Background: an optimization exercise with open tools, aiming at small area. Do not read the settings as production practice.
Only simulation tests tie the RTL to the original design; equivalence was not proved.
Power figures rest on the tool's default switching activity, not on a simulated workload.

// vga_test
module vga_test(
    input clk,
    input rst,
    input btn_right, btn_left, btn_up, btn_down,
    input btn_fire,
    input buzz_sw,
    output [3:0] vga_r, vga_g, vga_b,
    output hsync, vsync,
    output buzz
);
For scale: ~46000 um2 of cells after synthesis.
make LEC_CHECK=0 ABC_AREA=1 CAP_MARGIN=20 CORE_MARGIN=2 CORE_UTILIZATION=55 CTS_BUF_LIST=sky130_fd_sc_hd__clkbuf_8 CTS_CLUSTER_DIAMETER=120 CTS_CLUSTER_SIZE=12 GPL_TIMING_DRIVEN=0 PLACE_DENSITY=0.65 SLEW_MARGIN=20 SYNTH_MEMORY_MAX_BITS=32768 finish   # period 12.5 ns
run.sh (not shown) runs the stock make flow with config.mk's settings and CLKGATE_MAP_FILE= SYNTH_SCRIPT=/design/flow/synth_recipe.tcl, a recipe that flattens the netlist after the stock synthesis.
Change:
--- a/flow/design.v
+++ b/flow/design.v
@@ -760,15 +760,15 @@
       if (rst) act[j] <= 1'b0;
       else if (hit[j]) act[j] <= 1'b0;
       else if (fire_j[j]) act[j] <= 1'b1;
       else if (tk33 && act[j] && by_zero) act[j] <= 1'b0;
       if (!act[j]) begin
         bs[j] <= px20[9:0];
         by[j] <= py;
-      end else if (tk33)           
+      end else if (tk33 && !by_zero)
         by[j] <= by_dec[8:0];
     end
   end endgenerate
   always @(posedge clk)
     if (rst) prev_fire <= 1'b0; else prev_fire <= btn_fire;
   wire [15:0] fy_inc = inc16({8'd0, fy});
   wire [3:0] fcol [0:7];
@@ -977,44 +977,45 @@
   wire [15:0] ux = sub16({6'd0, x}, {6'd0, px});
   wire [15:0] uy = sub16({6'd0, y}, {7'd0, py});
   wire [2:0] ucol = (ux[9:5] == 5'd0 && uy[9:5] == 5'd0) ? rom_user(uy[4:0], ux[4:0]) : 3'd0;
   wire [7:0] bv;
   generate for (j = 0; j < 8; j = j + 1) begin : bd
     wire [15:0] dx = sub16({6'd0, bs[j]}, {6'd0, x});
     wire [15:0] dy = sub16({6'd0, y}, {7'd0, by[j]});
-    assign bv[j] = act[j] & (dx[9:3] == 7'd0) & (dx[2] ^ (dx[1] & dx[0])) & (dy[9:3] == 7'd0);
+    assign bv[j] = act[j] & (dx[9:3] == 7'd0) & (dx[2:0] >= 3'd3) & (dx[2:0] <= 3'd6) & (dy[9:3] == 7'd0);
   end endgenerate
   wire bval = (bv != 8'd0);
   wire [15:0] sx = sub16({7'd0, x[9:1]}, {7'd0, mq[0]});
   wire [2:0] scol = (sp_alive && y[9:6] == 4'd0 && sx[8:5] == 4'd0) ? rom_spider(y[5:0], {sx[4:0], x[0]}) : 3'd0;
   wire [15:0] qy = sub16({6'd0, y}, 16'd100);
   wire [95:0] qrow = (qy[9:5] == 5'd0) ? row_mosq(qy[4:0]) : 96'd0;
-  wire [15:0] qnz;                 
+  wire [2:0] qpair [0:15];
+  generate for (j = 0; j < 16; j = j + 1) begin : qp
+    assign qpair[j] = x[0] ? qrow[6*j+5:6*j+3] : qrow[6*j+2:6*j];
+  end endgenerate
+  wire [15:0] qnz;
   generate for (j = 0; j < 16; j = j + 1) begin : qn
-    assign qnz[j] = x[0] ? (qrow[6*j+5:6*j+3] != 3'd0) : (qrow[6*j+2:6*j] != 3'd0);
+    assign qnz[j] = (qpair[j] != 3'd0);
   end endgenerate
   wire [7:0] qc;
   wire [3:0] qlx [0:7];
   generate for (i = 0; i < 8; i = i + 1) begin : qd
     wire [15:0] dx = sub16({7'd0, x[9:1]}, {7'd0, mq[i]});
     assign qlx[i] = dx[3:0];
     assign qc[i] = ma[i] & (dx[8:4] == 5'd0) & qnz[dx[3:0]];
   end endgenerate
   wire [3:0] qwin = qc[0] ? qlx[0] : qc[1] ? qlx[1] : qc[2] ? qlx[2] : qc[3] ? qlx[3] :
                     qc[4] ? qlx[4] : qc[5] ? qlx[5] : qc[6] ? qlx[6] : qlx[7];
-  wire [4:0] qcx = {qwin, x[0]};
-  wire [2:0] mcol = (qc != 8'd0) ? qrow[qcx*3 +: 3] : 3'd0;
+  wire [2:0] mcol = (qc != 8'd0) ? qpair[qwin] : 3'd0;
   wire [15:0] fdy = sub16({6'd0, y}, {7'd0, fy, 1'b0});
   wire [3:0] fin;
   generate for (i = 0; i < 4; i = i + 1) begin : fd
     assign fin[i] = fa[i] & ge16({6'd0, x}, 200 + 50*i) & ~ge16({6'd0, x}, 232 + 50*i);
   end endgenerate
-  wire [4:0] foff = fin[0] ? 5'd24 : fin[1] ? 5'd6 : fin[2] ? 5'd20 : 5'd2;    
-  wire [15:0] flx16 = addc({11'd0, x[4:0]}, {11'd0, foff}, 1'b0);
-  wire [4:0] flx = flx16[4:0];
+  wire [4:0] flx = fin[0] ? x[4:0] - 5'd8 : fin[1] ? x[4:0] - 5'd26 : fin[2] ? x[4:0] - 5'd12 : x[4:0] - 5'd30;
   wire [2:0] fcolr = (fin != 4'd0 && fdy[9:5] == 5'd0) ? rom_fly(fdy[4:0], flx) : 3'd0;
   wire [2:0] rgb = (ucol != 0) ? ucol : bval ? 3'd7 : (scol != 0) ? scol : (mcol != 0) ? mcol :
                    (fcolr != 0) ? fcolr : star_on ? 3'd7 : 3'd0;
   assign vga_r = {4{video_on & rgb[2]}};
   assign vga_g = {4{video_on & rgb[1]}};
   assign vga_b = {4{video_on & rgb[0]}};
 endmodule
After rerunning: The changed run passed the timing, DRC and antenna checks. Synthesized area is higher by about 0.6%. Via count hardly moves. Global-route usage is lower by 0.37 points. Total power is lower by 1.4%. Worst setup slack gets better by 0.50 ns. Worst hold slack gets better by 0.030 ns. Final area is higher by 0.51%. Non-clock buffer count is lower by 11. Combinational power is about the same. First-iteration DRC count is higher by about 3%. Critical path depth is higher by 13.

static timing again, ports no longer ideal:
The flow's constraints put no driver on any port. The routed layouts listed below were extracted and timed again, unchanged, in two steps.
Step 1 (the two cells are an assumption about what drives the block):
set clk [get_ports {clk}]
set_driving_cell -lib_cell sky130_fd_sc_hd__clkbuf_16 $clk
set_driving_cell -lib_cell sky130_fd_sc_hd__buf_2 [delete_from_list [all_inputs] $clk]
Step 2 also shifts input and output timing later by t, the mid clock arrival at the registers, as if the neighbouring blocks saw the same clock.
Three values: ideal, step 1, step 2; two values: the first two.
run | shift t [ns] | setup WS [ns] | worst setup path after step 2 | cell pins on the clock port's net
the first run | 0.845 | 0.715 / 0.645 / 1.490 | register to output | 1
the second run | 0.829 | 1.218 / 1.149 / 1.978 | register to output | 1
After both steps setup and hold are still met in every run listed.
